This is an optimization exercise on Yosys and OpenROAD, whose aim is small area, a short achievable clock period and few clock cycles per item, not a production implementation.
Function was checked by simulation only, so behaviour that the tests miss may differ from the original.

## flow/design.v (module list and top-level ports; edited modules follow where they fit)
// module fa: 4 lines
// module ha: 4 lines
// module winograd_tile: 10173 lines
module winograd_tile (
    input  logic         clk,
    input  logic         rst_n,
    input  logic         in_valid,
    input  logic [255:0] tile,     
    input  logic [143:0] kernel,   
    output logic         in_ready,
    output logic         out_valid,
    output logic [63:0]  y         
);
  // ...
==> flow/flow/run.sh <==
#!/bin/bash
# The standard layout (standard.sh), with three changes to how it is made
# (constraints and synthesis are unchanged):
#  1. After the standard synthesis, flow/invpush.py removes inverters around
#     the full-adder cells (FA(~a,~b,~c) = ~FA(a,b,c)); registers and ports
#     are untouched; then a gate followed
#     by an inverter becomes the complementary gate (xor2 <-> xnor2,
#     nand2 -> and2, nor2 -> or2), and half adders fed through
#     inverters become xor2/nor2 or xnor2/nor2b pairs.
#  2. Timing repair is asked to leave more setup slack than the 10 ns clock
#     needs, so that it speeds up the critical paths.
#  3. Every port is still buffered, with a plain buf_2 instead of the delay
#     cell that buffer_ports picks by default.
set -euo pipefail
cd "$(dirname "$0")/.."
export SETUP_SLACK_MARGIN=6.4
export BUFFER_PORTS_ARGS="-buffer_cell sky130_fd_sc_hd__buf_2"
R="$(pwd)/orfs/results/sky130hd/winograd_tile/base"
bash standard.sh synth > synth.log 2>&1
cp "$R/1_2_yosys.v" ./1_2_yosys_standard.v
python3 flow/invpush.py ./1_2_yosys_standard.v "$R/1_2_yosys.v" > invpush.log 2>&1
rm -f "$R/1_synth.odb" "$R/1_synth.sdc"
bash standard.sh > standard.log 2>&1
==> flow/flow/invpush.py <==
#!/usr/bin/env python3
"""Removes inverters around full-adder cells of a flat netlist.

A full adder with all three inputs inverted gives both outputs inverted:
FA(~a,~b,~c) = (~s, ~co).  Where most of an fa cell's inputs come through
inverters, the cell is flipped: it takes the inverters' inputs instead, and
inverters that only served to undo its outputs are dropped; any pin that still
needs the other polarity gets an inverter.  Registers and ports are untouched.  Then a gate driving only an inverter
becomes the complementary gate (xor2/xnor2, nand2 -> and2, nor2 -> or2),
and inverter pairs are removed.  Half adders fed through inverters become
xor2/nor2 or xnor2/nor2b pairs.
Usage: invpush.py IN.v OUT.v"""
import re, sys

src = open(sys.argv[1]).read()
cell_re = re.compile(r'^  (sky130_fd_sc_hd__\w+) (\S+ ?) \(\n(.*?)\n  \);\n', re.S | re.M)
pin_re = re.compile(r'\.(\w+)\((.*?)\)(?:,|$)', re.M)
first = cell_re.search(src)
header = src[:first.start()]
tail_start = None
cells = {}
order = []
pos = first.start()
for m in cell_re.finditer(src):
    assert m.start() == pos, "unexpected netlist text at %d" % pos
    pos = m.end()
    typ, name, body = m.group(1), m.group(2).strip(), m.group(3)
    pins = {}
    for line in body.split('\n'):
        pm = re.match(r'\s*\.(\w+)\((.*)\),?\s*$', line)
        assert pm, line
        pins[pm.group(1)] = pm.group(2).strip()
    cells[name] = [typ, pins]
    order.append(name)
footer = src[pos:]
assert footer.strip() == 'endmodule', footer[:200]

ports = set()
for m in re.finditer(r'^\s*(input|output)\s+(?:\[(\d+):(\d+)\]\s+)?(\S+);', header, re.M):
    if m.group(2):
        for i in range(int(m.group(3)), int(m.group(2)) + 1):
            ports.add(f"{m.group(4)}[{i}]")
    else:
        ports.add(m.group(4))

OUTPINS = {'X', 'Y', 'Q', 'Q_N', 'SUM', 'COUT', 'HI', 'LO'}
def is_inv(t): return re.match(r'sky130_fd_sc_hd__(clk)?inv_\d+$', t) is not None
def is_fa(t): return re.match(r'sky130_fd_sc_hd__fa_\d+$', t) is not None
def is_const(n): return "'" in n

driver, sinks = {}, {}
def add_sink(n, c, p): sinks.setdefault(n, []).append((c, p))
def del_sink(n, c, p): sinks[n].remove((c, p))
for name in order:
    typ, pins = cells[name]
    for p, n in pins.items():
        if p in OUTPINS: driver[n] = (name, p)
        else: add_sink(n, name, p)

counter = [0]
new_wires = []
def fresh_net():
    counter[0] += 1
    n = f"_ipn{counter[0]}_"
    new_wires.append(n)
    return n
def fresh_cell():
    counter[0] += 1
    return f"_ipc{counter[0]}_"

def inv_driver(n):
    d = driver.get(n)
    if d and is_inv(cells[d[0]][0]): return d[0]
    return None
def inv_sink(n):
    for (c, p) in sinks.get(n, []):
        if c in cells and is_inv(cells[c][0]) and cells[c][1]['Y'] not in ports:
            return c
    return None

def gain(f):
    typ, pins = cells[f]
    g = 0
    ins = [pins['A'], pins['B'], pins['CIN']]
    if any(is_const(n) for n in ins): return -99
    for n in ins:
        i = inv_driver(n)
        if i is not None:
            if len(sinks[n]) == 1 and n not in ports: g += 1
        elif inv_sink(n) is None:
            g -= 1
    for p in ('SUM', 'COUT'):
        n = pins[p]
        other = 0
        for (c, q) in sinks.get(n, []):
            if is_inv(cells[c][0]) and cells[c][1]['Y'] not in ports: g += 1
            else: other += 1
        if other or n in ports: g -= 1
    return g

def new_inv(a, y):
    c = fresh_cell()
    cells[c] = ['sky130_fd_sc_hd__inv_1', {'A': a, 'Y': y}]
    order.append(c)
    add_sink(a, c, 'A')
    driver[y] = (c, 'Y')
    return c

def remove_cell(c):
    typ, pins = cells[c]
    for p, n in pins.items():
        if p in OUTPINS: driver.pop(n, None)
        else: del_sink(n, c, p)
    del cells[c]

def reconnect(c, p, n_new):
    n_old = cells[c][1][p]
    del_sink(n_old, c, p)
    cells[c][1][p] = n_new
    add_sink(n_new, c, p)

def flip(f):
    typ, pins = cells[f]
    for p in ('A', 'B', 'CIN'):
        n = pins[p]
        i = inv_driver(n)
        if i is not None:
            x = cells[i][1]['A']
            reconnect(f, p, x)
            if not sinks[n] and n not in ports:
                remove_cell(i)
        else:
            j = inv_sink(n)
            if j is not None:
                reconnect(f, p, cells[j][1]['Y'])
            else:
                y = fresh_net()
                new_inv(n, y)
                reconnect(f, p, y)
    for p in ('SUM', 'COUT'):
        n = pins[p]
        m = fresh_net()
        driver.pop(n, None)
        pins[p] = m
        driver[m] = (f, p)
        for (c, q) in list(sinks.get(n, [])):
            if c in cells and is_inv(cells[c][0]) and cells[c][1]['Y'] not in ports:
                o = cells[c][1]['Y']
                remove_cell(c)
                for (c2, q2) in list(sinks.get(o, [])):
                    reconnect(c2, q2, m)
        if sinks.get(n) or n in ports:
            new_inv(m, n)

before = sum(1 for c in cells.values() if is_inv(c[0]))
for it in range(20):
    changed = 0
    for f in list(order):
        if f in cells and is_fa(cells[f][0]) and gain(f) > 0:
            flip(f)
            changed += 1
    if not changed: break
# Peepholes: gate + inverter -> complementary gate; inverter pairs.
SWAP = {
    'sky130_fd_sc_hd__xor2_1': ('sky130_fd_sc_hd__xnor2_1', 'X', 'Y'),
    'sky130_fd_sc_hd__xnor2_1': ('sky130_fd_sc_hd__xor2_1', 'Y', 'X'),
    'sky130_fd_sc_hd__nand2_1': ('sky130_fd_sc_hd__and2_1', 'Y', 'X'),
    'sky130_fd_sc_hd__nor2_1': ('sky130_fd_sc_hd__or2_1', 'Y', 'X'),
}
peep = 0
for i in list(order):
    if i not in cells or not is_inv(cells[i][0]): continue
    n, o = cells[i][1]['A'], cells[i][1]['Y']
    if n in ports or o in ports: continue
    d = driver.get(n)
    if d is None or len(sinks.get(n, [])) != 1: continue
    dc = d[0]
    if cells[dc][0] in SWAP:
        nt, op, np_ = SWAP[cells[dc][0]]
        remove_cell(i)
        pins = cells[dc][1]
        driver.pop(n, None)
        del pins[op]
        pins[np_] = o
        cells[dc][0] = nt
        driver[o] = (dc, np_)
        peep += 1
    elif is_inv(cells[dc][0]) and cells[dc][1]['A'] not in ports:
        x = cells[dc][1]['A']
        remove_cell(i)
        for (c2, q2) in list(sinks.get(o, [])):
            reconnect(c2, q2, x)
        if not sinks.get(n): remove_cell(dc)
        peep += 1
# Half adders fed through inverters: HA(~a,~b) = (xor2(a,b), nor2(a,b));
# HA(a,~b) = (xnor2(a,b), nor2b(A=b, B_N=a)).
def single_inv(n):
    i = inv_driver(n)
    if i is None or n in ports or len(sinks.get(n, [])) != 1: return None
    if cells[i][1]['A'] in ports: return None
    return i
def is_ha(t): return t == 'sky130_fd_sc_hd__ha_1'
def add_cell(typ, pins):
    c = fresh_cell()
    cells[c] = [typ, pins]
    order.append(c)
    for p, n in pins.items():
        if p in OUTPINS: driver[n] = (c, p)
        else: add_sink(n, c, p)
hap = 0
for h in list(order):
    if h not in cells or not is_ha(cells[h][0]): continue
    pins = cells[h][1]
    a, b, so, co = pins['A'], pins['B'], pins['SUM'], pins['COUT']
    if is_const(a) or is_const(b) or a == b: continue
    ia, ib = single_inv(a), single_inv(b)
    if ia is None and ib is None: continue
    remove_cell(h)
    if ia is not None and ib is not None:
        xa, xb = cells[ia][1]['A'], cells[ib][1]['A']
        remove_cell(ia); remove_cell(ib)
        add_cell('sky130_fd_sc_hd__xor2_1', {'A': xa, 'B': xb, 'X': so})
        add_cell('sky130_fd_sc_hd__nor2_1', {'A': xa, 'B': xb, 'Y': co})
    else:
        if ia is not None:   # make b the inverted one
            a, b, ia, ib = b, a, None, ia
        xb = cells[ib][1]['A']
        remove_cell(ib)
        add_cell('sky130_fd_sc_hd__xnor2_1', {'A': a, 'B': xb, 'Y': so})
        add_cell('sky130_fd_sc_hd__nor2b_1', {'A': xb, 'B_N': a, 'Y': co})
    hap += 1
print(f"invpush: peepholes {peep}, half adders {hap}", file=sys.stderr)
after = sum(1 for c in cells.values() if is_inv(c[0]))
print(f"invpush: inverters {before} -> {after}", file=sys.stderr)

def fmt(n): return n + ' ' if n.startswith('\\') else n
out = [header]
for w in new_wires:
    if w in driver or w in sinks:
        out.append(f"  wire {w};\n")
for name in order:
    if name not in cells: continue
    typ, pins = cells[name]
    body = ",\n".join(f"    .{p}({fmt(n)})" for p, n in pins.items())
    out.append(f"  {typ} {fmt(name)} (\n{body}\n  );\n")
out.append(footer)
open(sys.argv[2], 'w').write("".join(out))
==> flow/standard.sh <==
#!/bin/bash
# synth_recipe.tcl (not shown) runs the flow's synth.tcl, then flattens the netlist and writes it again
# the make line also repeats each setting of config.mk as NAME=value (left out here)
make -C /OpenROAD-flow-scripts/flow DESIGN_CONFIG=/design/flow/config.mk WORK_HOME=/design/flow/orfs CLKGATE_MAP_FILE= SYNTH_SCRIPT=/design/flow/synth_recipe.tcl "${@:-finish}"
==> flow/config.mk <==
export PLATFORM = sky130hd
export DESIGN_NAME = winograd_tile
export DESIGN_NICKNAME = winograd_tile
export VERILOG_FILES = /design/flow/design.v
export SDC_FILE = /design/flow/constraint.sdc
export NUM_CORES = 4
export LEC_CHECK = 0
export ABC_AREA = 1
export CAP_MARGIN = 25
export CORE_MARGIN = 2
export CORE_UTILIZATION = 58
export SLEW_MARGIN = 20
==> flow/constraint.sdc <==
create_clock -name core_clock -period 10.0 [get_ports {clk}]
set_input_delay 2.0000 -clock core_clock [delete_from_list [all_inputs] [get_ports {clk}]]
set_output_delay 2.0000 -clock core_clock [all_outputs]
set_load 0.01 [all_outputs]
==> out/metrics.cfg, run 1 <==
[cts]
cts.sinks = 1802
tritoncts = done

[critical_path]
path_depth = 8
crit_path_end = I_r[169]$_DFF_P_
r2r_start = D_r[161]$_DFF_P_

[cells_and_area]
final_cell_area_um2 = 185000
num-clock-buffers = 251
n_antenna_cell = 145
drive_gt1_frac = 0.118
signal_buffers = 949
seqCellArea_um2 = 36600

[placed_design]
preCtsSetupSlack_ns = 5.30

[status]
status = no timing/DRC/antenna violations

[drt]
wl_mm = 636
first_pass_iters = 8

[global_routing]
met3_usage = 0.153

[sta]
hold_viol = 0
setup_ws_ns = 6.36
fin_crit_sh = 0.364
rsz0062_at_grt = true

[logic_synthesis]
syn-cell-area_um2 = 165000

Testbench counts, summed over its fixed seeds: cycles 8,040, items 8,000.
==> inputs of run 2 (changes only) <==
--- a/flow/flow/run.sh
+++ b/flow/flow/run.sh
@@ -14,5 +14,5 @@
 set -euo pipefail
 cd "$(dirname "$0")/.."
-export SETUP_SLACK_MARGIN=6.4
+export SETUP_SLACK_MARGIN=6.3
 export BUFFER_PORTS_ARGS="-buffer_cell sky130_fd_sc_hd__buf_2"
 R="$(pwd)/orfs/results/sky130hd/winograd_tile/base"
--- a/flow/config.mk
+++ b/flow/config.mk
@@ -9,4 +9,4 @@
 export CAP_MARGIN = 25
 export CORE_MARGIN = 2
-export CORE_UTILIZATION = 58
+export CORE_UTILIZATION = 54
 export SLEW_MARGIN = 20
==> run 2 against run 1 <==
  * Non-clock buffer count shrank 106
  * First-iteration DRC count fell by 8.7%
  * Global-route usage fell by 1.9 points
  * Core utilization fell by 4.9 points
  * Largest cell class unchanged
==> out/metrics.cfg, run 2 <==
[drt]
drt_first_iter_violations = 14000
vias_per_cell = 5.77
drt-wirelength-per-cell_um = 28.4
first_pass_iters = 7  ; -1
num_vias = 132000
drc = 0
antenna_left = 0
wl_mm = 648  ; +2.0%

[status]
status = no timing/DRC/antenna violations

[die]
ios = 469
die_w_um = 557
row_count = 203
start_util = 0.541
die_h_um = 557
die_area_um2 = 311000
core_area_um2 = 305000

[critical_path]
worstSetupStartpoint = kernel[34]
path_depth = 9  ; +1
r2r_start = I_r[25]$_DFF_P_
critPathCaptureType = register
worstPathCellList = buf_2 -> fa_2 -> xnor2_2 -> nand2_1 -> o21ai_0 -> nand3_1 -> nand4_1 -> a21oi_1 -> xor2_1
critPathRequiredTime_ns = 10.81
ff2ff_path_depth = 13
crit_path_end = W_r[62]$_DFF_P_
max_stage_delay_ns = 0.60
crit_type = input port to register
arrival_ns = 4.49
critPathTopFamily = adder cells
worst-path-max-fanout = 4
regToRegSetupSlack_ns = 6.34
critPathLaunchType = input port
r2r_end = mc_r[25]$_DFF_P_
slowest_stage = fa_2
crit_buf_inv = 1

[global_routing]
met1_usage = 0.514
globalRouteMet2Util = 0.582
grt_max_degree = 31
grt.busiest_layer = met2
met3_usage = 0.135  ; -0.0179
antenna_found_initial = 134
grt_pass1_vias = 127000
track_usage = 0.413
grt_pass1_wl_mm = 909
grt-ovfl-total = 0

[cts]
htreeDepth = 4
cts.path.max_buffers = 4
root_buffer = clkbuf_16
clock_latency_ns = 0.95
tritoncts = done
cts_made_buffers = 208
cts.sinks = 1802  ; unchanged
path_clk_slew_ns = 0.06

[cells_and_area]
final_common_cell = inv_1
final_cell_mix = inv_1, xor2_1, fa_1, nand2_1, dfxtp_1
nFillCells = 27200
drive_gt1_frac = 0.104  ; -0.0145
top_regs = F_r (256), mc_r (256), ms_r (256)
syn_to_final_growth_pct = 10.8
nNetsFinal = 21900

[worst_hold_path]
hold_class = register to register

[sta]
setup_viol = 0
rsz0062_at_grt = true
slew_headroom = 0.159
finalSetupTns_ns = 0
timing.final.crit_period_ns = 3.68
hold_viol = 0  ; unchanged
worst_slew_pin_slew_ns = 1.26
fin_skew_ns = 0.0520
finalMaxSlewViolations = 0
fin_crit_sh = 0.368  ; +0.00383
hold_slack_ns = 0.349
max_freq_mhz = 272

[placed_design]
gp_congestion = 1.04
hpwl_mm = 545
port_buffers = 467

[logic_synthesis]
syn_nets = 21500
avgSynthCellArea_um2 = 9.20
syn-cell-area_um2 = 165000  ; unchanged
postSynthCellCount = 18000
ys.warnings.count = 1

[job]
maxCapViolCount = 0

[run 2: metal layers]
metal	vias to the layer above	share of wire	wire length (µm)
li1	59100	-	-
met1	64000	0.38	247000
met2	6904	0.41	263000
met3	1501	0.11	72000
met4	84	0.10	65900
met5	-	0.00086	555
[run 2: worst reg2reg max path, cell delays in order (launching register included)]
cell        delay [ns]
dfxtp_1           0.35
buf_8             0.17
and2_1            0.18
nand2_1           0.06
nand2_1           0.11
clkinvlp_4        0.19
buf_4             0.18
o22ai_2           0.09
xor2_1            0.19
fa_1              0.47
fa_1              0.46
fa_1              0.52
fa_1              0.55
inv_1             0.04
[run 2: layout make-up]
type                    count  area, µm²  area share
multi-input cells       13000     119000       0.648
clock buffers             251       5680      0.0310
flip-flops and latches   1802      36600       0.200
diodes                    238        596     0.00325
repair inverters            5       30.0    0.000164
repair buffers            843       5420      0.0296
clock inverters           122       1460     0.00799
inverters                2454       9660      0.0527
well taps                4100       5130      0.0280
[run 2: worst min path at each step]
stage | startpoint | to | slack (ns) | cells after the start
after detailed placement | vp[1]$_DFF_PN0_ | vp[2]$_DFF_PN0_ | 0.34 | 0
after CTS | vp[2]$_DFF_PN0_ | vp[3]$_DFF_PN0_ | 0.35 | 0
after global placement | vp[2]$_DFF_PN0_ | vp[3]$_DFF_PN0_ | 0.33 | 0
after floorplan | W_r[95]$_DFF_P_ | F_r[127]$_DFF_P_ | 0.33 | 0
final | vp[1]$_DFF_PN0_ | vp[2]$_DFF_PN0_ | 0.35 | 0
after global routing | vp[0]$_DFF_PN0_ | vp[1]$_DFF_PN0_ | 0.36 | 0
[run 2: repair_timing]
item / in CTS / in global routing
gates cloned: 2 / 5
setup buffers: 84 / 181
pin swaps: 14 / 79
gates resized for setup: 459 / 421
hold buffers: 0 / 0
setup endpoints to repair: 516 / 338
[run 2: per-stage QoR]
stage | setup WS [ns] | std cells | util | cell area, µm²
after floorplan | 6.19 | 18000 | - | 166000
after global placement | 5.24 | 21900 | 0.558 | 170000
after detailed placement | 5.25 | 21900 | 0.559 | 171000
after CTS | 6.26 | 22400 | 0.588 | 180000
after global routing | 6.20 | 22600 | 0.598 | 183000
final | 6.32 | 22800 | 0.600 | 183000

## static timing again, ports no longer ideal
Ports are ideal in the flow. The routed layouts listed here were re-timed in OpenROAD.
Step 1 (the two cells are an assumption about what drives the block):
set clk [get_ports {clk}]
set_driving_cell -lib_cell sky130_fd_sc_hd__clkbuf_16 $clk
set_driving_cell -lib_cell sky130_fd_sc_hd__buf_2 [delete_from_list [all_inputs] $clk]
Step 2 also shifts input and output timing later by t, the mid clock arrival at the registers, as if the neighbouring blocks saw the same clock.
a / b / c = ideal ports / drivers / drivers and shift; a / b = the first two.
| run | shift t [ns] | slack for setup (ns) | worst setup path at the end | slew at the worst register clock pin (ns) |
|---|---|---|---|---|
| run 1 | 1.036 | 6.356 / 6.356 / 5.553 | input to register | 0.07 / 0.07 |
| run 2 | 1.042 | 6.318 / 6.342 / 5.319 | input to register | 0.08 / 0.08 |
After both steps every run listed still meets setup and hold. The setup slack of run 2, which loses most, moves by +0.024 ns with the drivers and by -0.999 ns with both steps.
